This is an optimization exercise on Yosys and OpenROAD, whose aim is small area, not a production implementation.
At most, simulation tests tie the RTL to the original design; equivalence was not proved.
Power and IR drop assume default switching activity.

Setup of south:
==> flow/design.v (excerpt) <==
module stopwatch(clk, rst, key_reset, key_start_pause, key_display_stop,
 hex0, hex1, hex2, hex3, hex4, hex5, hex6, hex7,
 led0, led1, led2);
	input clk, rst, key_reset, key_start_pause, key_display_stop;
	output [6:0] hex0, hex1, hex2, hex3, hex4, hex5, hex6, hex7;
	output led0, led1, led2;
	reg [3:0] ph;
	wire [3:0] ph_n;
	assign ph_n[0] = (~ph[3] & ph[0]) | (~ph[2] & ~ph[1] & ph[0]) | (ph[3] & ph[1] & ~ph[0]);
	assign ph_n[1] = (~ph[0]);
	assign ph_n[2] = (~ph[1]);
	assign ph_n[3] = (~ph[2]);
	wire smp = (ph[3] & ~ph[1] & ~ph[0]);
	wire ph2 = (~ph[3] & ph[0]);
	wire ph3 = (~ph[2] & ~ph[1] & ph[0]);
	always @(posedge clk)
		if (rst) ph <= 4'b0000;
		else ph <= ph_n;
	reg s_s;
	reg s_d;
	reg s_r;
	reg p_s;
	reg p_d;
	reg p_r;
	reg frz;
	reg run;
	always @(posedge clk)
		if (rst) s_s <= 1'b0;
		else if (smp) s_s <= key_start_pause;
	always @(posedge clk)
		if (rst) s_d <= 1'b0;
		else if (smp) s_d <= key_display_stop;
	always @(posedge clk)
		if (rst) s_r <= 1'b0;
		else if (smp) s_r <= key_reset;
	always @(posedge clk)
		if (rst) p_s <= 1'b0;
		else if (smp) p_s <= s_s & ~key_start_pause;
	always @(posedge clk)
		if (rst) p_d <= 1'b0;
		else if (smp) p_d <= s_d & ~key_display_stop;
	always @(posedge clk)
		if (rst) p_r <= 1'b0;
		else if (smp) p_r <= s_r & ~key_reset;
	always @(posedge clk)
		if (rst) frz <= 1'b0;
		else if (ph2) frz <= frz ^ p_d;
	always @(posedge clk)
		if (rst) run <= 1'b0;
		else if (ph3) run <= run ^ p_s;
	wire clr = ph3 & p_r & ~run;
	reg [1:0] pre;
	wire [1:0] pre_n;
	assign pre_n[0] = (~pre[1] & ~pre[0]);
	assign pre_n[1] = (pre[0]);
	always @(posedge clk)
		if (rst) pre <= 2'b00;
		else if (run) pre <= pre_n;
	wire e0 = run & ((pre[1]));
	wire z = rst | clr;
	wire hold = frz & ~rst;
	reg [3:0] c0, d0;
	wire [3:0] t0, n0;
	wire l0 = (~c0[3] & ~c0[1] & ~c0[0]);
	wire e1 = e0 & l0;
	assign t0[0] = (~c0[3] & c0[0]) | (c0[3] & ~c0[1] & ~c0[0]);
	assign t0[1] = (c0[0]);
	assign t0[2] = (c0[1]);
	assign t0[3] = (c0[2]);
  ...
export LEC_CHECK = 0
export ABC_AREA = 1
export CAP_MARGIN = 20
export CORE_MARGIN = 2
export CORE_UTILIZATION = 70
export PLACE_DENSITY = 0.85
export SLEW_MARGIN = 20
create_clock -name core_clock -period 10.0 [get_ports {clk}]
standard.sh (not shown) runs the stock make flow with config.mk's settings and CLKGATE_MAP_FILE= SYNTH_SCRIPT=/design/flow/synth_recipe.tcl, a recipe that flattens the netlist after the stock synthesis.
==> flow/flow/run.sh <==
#!/bin/bash
# Own layout flow: the standard ORFS flow (standard.sh) with these changes
#  - synthesis: the standard flow's synthesis script, but ABC maps for area only (no gate
#    up-sizing or buffering for an assumed load; timing at 10 ns has ample slack)
#    and no half-adder cells are extracted before ABC
#  - port buffers: sky130_fd_sc_hd__buf_1 instead of the resizer's default pick
#  - clock tree: clkbuf_4 buffers and no dummy loads
# Each tool's output goes to the ORFS logs under orfs/logs; make's own output
# goes to flow_make.log.
set -euo pipefail
W=$(pwd)
export BUFFER_PORTS_ARGS="-buffer_cell sky130_fd_sc_hd__buf_1"
export CTS_ARGS="-sink_clustering_enable -repair_clock_nets -buf_list sky130_fd_sc_hd__clkbuf_4 -dont_use_dummy_load -sink_clustering_size 12"
export OWN_ABC_SCRIPT="$W/flow/abc_area_only.script"
export OWN_WORK="$W"
# no half/full adder extraction before ABC: ABC maps that logic as well
export ADDER_MAP_FILE=
sed "s#SYNTH_SCRIPT=[^ ]*#SYNTH_SCRIPT=$W/flow/synth.tcl#" standard.sh > own_standard.sh
grep -q "SYNTH_SCRIPT=$W/flow/synth.tcl" own_standard.sh
bash own_standard.sh > flow_make.log 2>&1
==> flow/flow/abc_area_only.script <==
strash
dch -f
amap
topo
==> flow/flow/synth.tcl <==
# The standard flow's synthesis script (synth_recipe.tcl), with ABC's script replaced.
proc abc {args} {
  set i [lsearch -exact $args -script]
  if { $i >= 0 } {
    lset args [expr { $i + 1 }] $::env(OWN_ABC_SCRIPT)
  }
  yosys abc {*}$args
}
source $::env(OWN_WORK)/synth_recipe.tcl
--- input diff south..north ---
-- flow/flow/run.sh --
<<< south, line 12
export BUFFER_PORTS_ARGS="-buffer_cell sky130_fd_sc_hd__buf_1"
export CTS_ARGS="-sink_clustering_enable -repair_clock_nets -buf_list sky130_fd_sc_hd__clkbuf_4 -dont_use_dummy_load -sink_clustering_size 12"
export OWN_ABC_SCRIPT="$W/flow/abc_area_only.script"
>>> north, line 12
export BUFFER_PORTS_ARGS="-buffer_cell sky130_fd_sc_hd__buf_1"
export CTS_ARGS="-sink_clustering_enable -repair_clock_nets -buf_list sky130_fd_sc_hd__clkbuf_4 -dont_use_dummy_load -sink_clustering_size 8"
export OWN_ABC_SCRIPT="$W/flow/abc_area_only.script"
Results
Between south and north, the sequential group share of total power does not differ in any meaningful way.
[compare] base=south new=north: clock tree cell share of total cell area closely matched the old numbers; global-route usage now sits at about the same level; cell count closely matched the old numbers; area taken by multi-input logic gates was more or less identical.
No run of this note included a check of the RTL's function; only the layout flow was run.

* * *

Another version of the RTL of stopwatch (not shown whole).
For scale: ~270 cells after synthesis, roughly 64 I/O pins, about 0.0028 sq mm of cells after synthesis.
clock: 10.0 ns
lec_check: 0
abc_area: 1
cap_margin: 0
core_margin: 2
core_utilization: 40
gpl_timing_driven: 0
slew_margin: 0
==> flow/flow/run.sh <==
#!/bin/bash
# Own layout flow: the standard ORFS flow (standard.sh) with these changes
#  - synthesis: the standard flow's synthesis script, but ABC maps for area only (no gate
#    up-sizing or buffering for an assumed load; timing at 10 ns has ample slack)
#    and no half-adder cells are extracted before ABC
#  - port buffers: sky130_fd_sc_hd__buf_1 instead of the resizer's default pick
#  - clock tree: clkbuf_4 buffers and no dummy loads
# Each tool's output goes to the ORFS logs under orfs/logs; make's own output
# goes to flow_make.log.
set -euo pipefail
W=$(pwd)
export BUFFER_PORTS_ARGS="-buffer_cell sky130_fd_sc_hd__buf_1"
export CTS_ARGS="-sink_clustering_enable -repair_clock_nets -buf_list sky130_fd_sc_hd__clkbuf_4 -dont_use_dummy_load -sink_clustering_size 8"
export OWN_ABC_SCRIPT="$W/flow/abc_area_only.script"
export OWN_WORK="$W"
# no half/full adder extraction before ABC: ABC maps that logic as well
export ADDER_MAP_FILE=
sed "s#SYNTH_SCRIPT=[^ ]*#SYNTH_SCRIPT=$W/flow/synth.tcl#" standard.sh > own_standard.sh
grep -q "SYNTH_SCRIPT=$W/flow/synth.tcl" own_standard.sh
bash own_standard.sh > flow_make.log 2>&1
Scripts as last shown in full above: flow/flow/abc_area_only.script, flow/flow/synth.tcl
The baseline finished with timing, DRC and antenna clean.
Rerun with:
CAP_MARGIN = 20   (was 0)
GPL_TIMING_DRIVEN = not set   (was 0)
SLEW_MARGIN = 20   (was 0)
The changed run completed without violations. Area after synthesis stays the same. Total power stays flat. Wire length came out higher by about 4%. Cell count came out lower by 1.2%. Clock power stays flat. Cell area came out lower by about 1.2%. Die area does not change. Core utilization came out lower by 0.56 points. Worst setup slack is better by 0.12 ns.

==> re-timing with driven ports <==
In the flow no input, the clock included, has a driving cell. The finished layouts below were timed again as built, in two steps.
Step 1 sets driving cells, clkbuf_16 on the clock port and buf_2 on the other inputs (assumed; they add their load-dependent delay and slew).
Step 2 also shifts input and output timing later by t, the mid clock arrival at the registers, as if the neighbouring blocks saw the same clock.
Three values: ideal ports, drivers, drivers and shift; two values: the first two.
run	t, ns	setup slack, ns	worst setup path after step 2	latest minus earliest clock arrival (ns)	slew at the worst register clock pin (ns)
south	0.409	2.812 / 2.812 / 2.812	register to register	0.017 / 0.017	0.10 / 0.10
north	0.409	2.812 / 2.812 / 2.812	register to register	0.017 / 0.017	0.10 / 0.10
the first run of note 2	0.404	3.075 / 3.075 / 3.075	register to register	0.035 / 0.035	0.11 / 0.11
the second run of note 2	0.409	3.199 / 3.199 / 3.199	register to register	0.025 / 0.024	0.11 / 0.11
After both steps setup and hold are still met in every run listed.
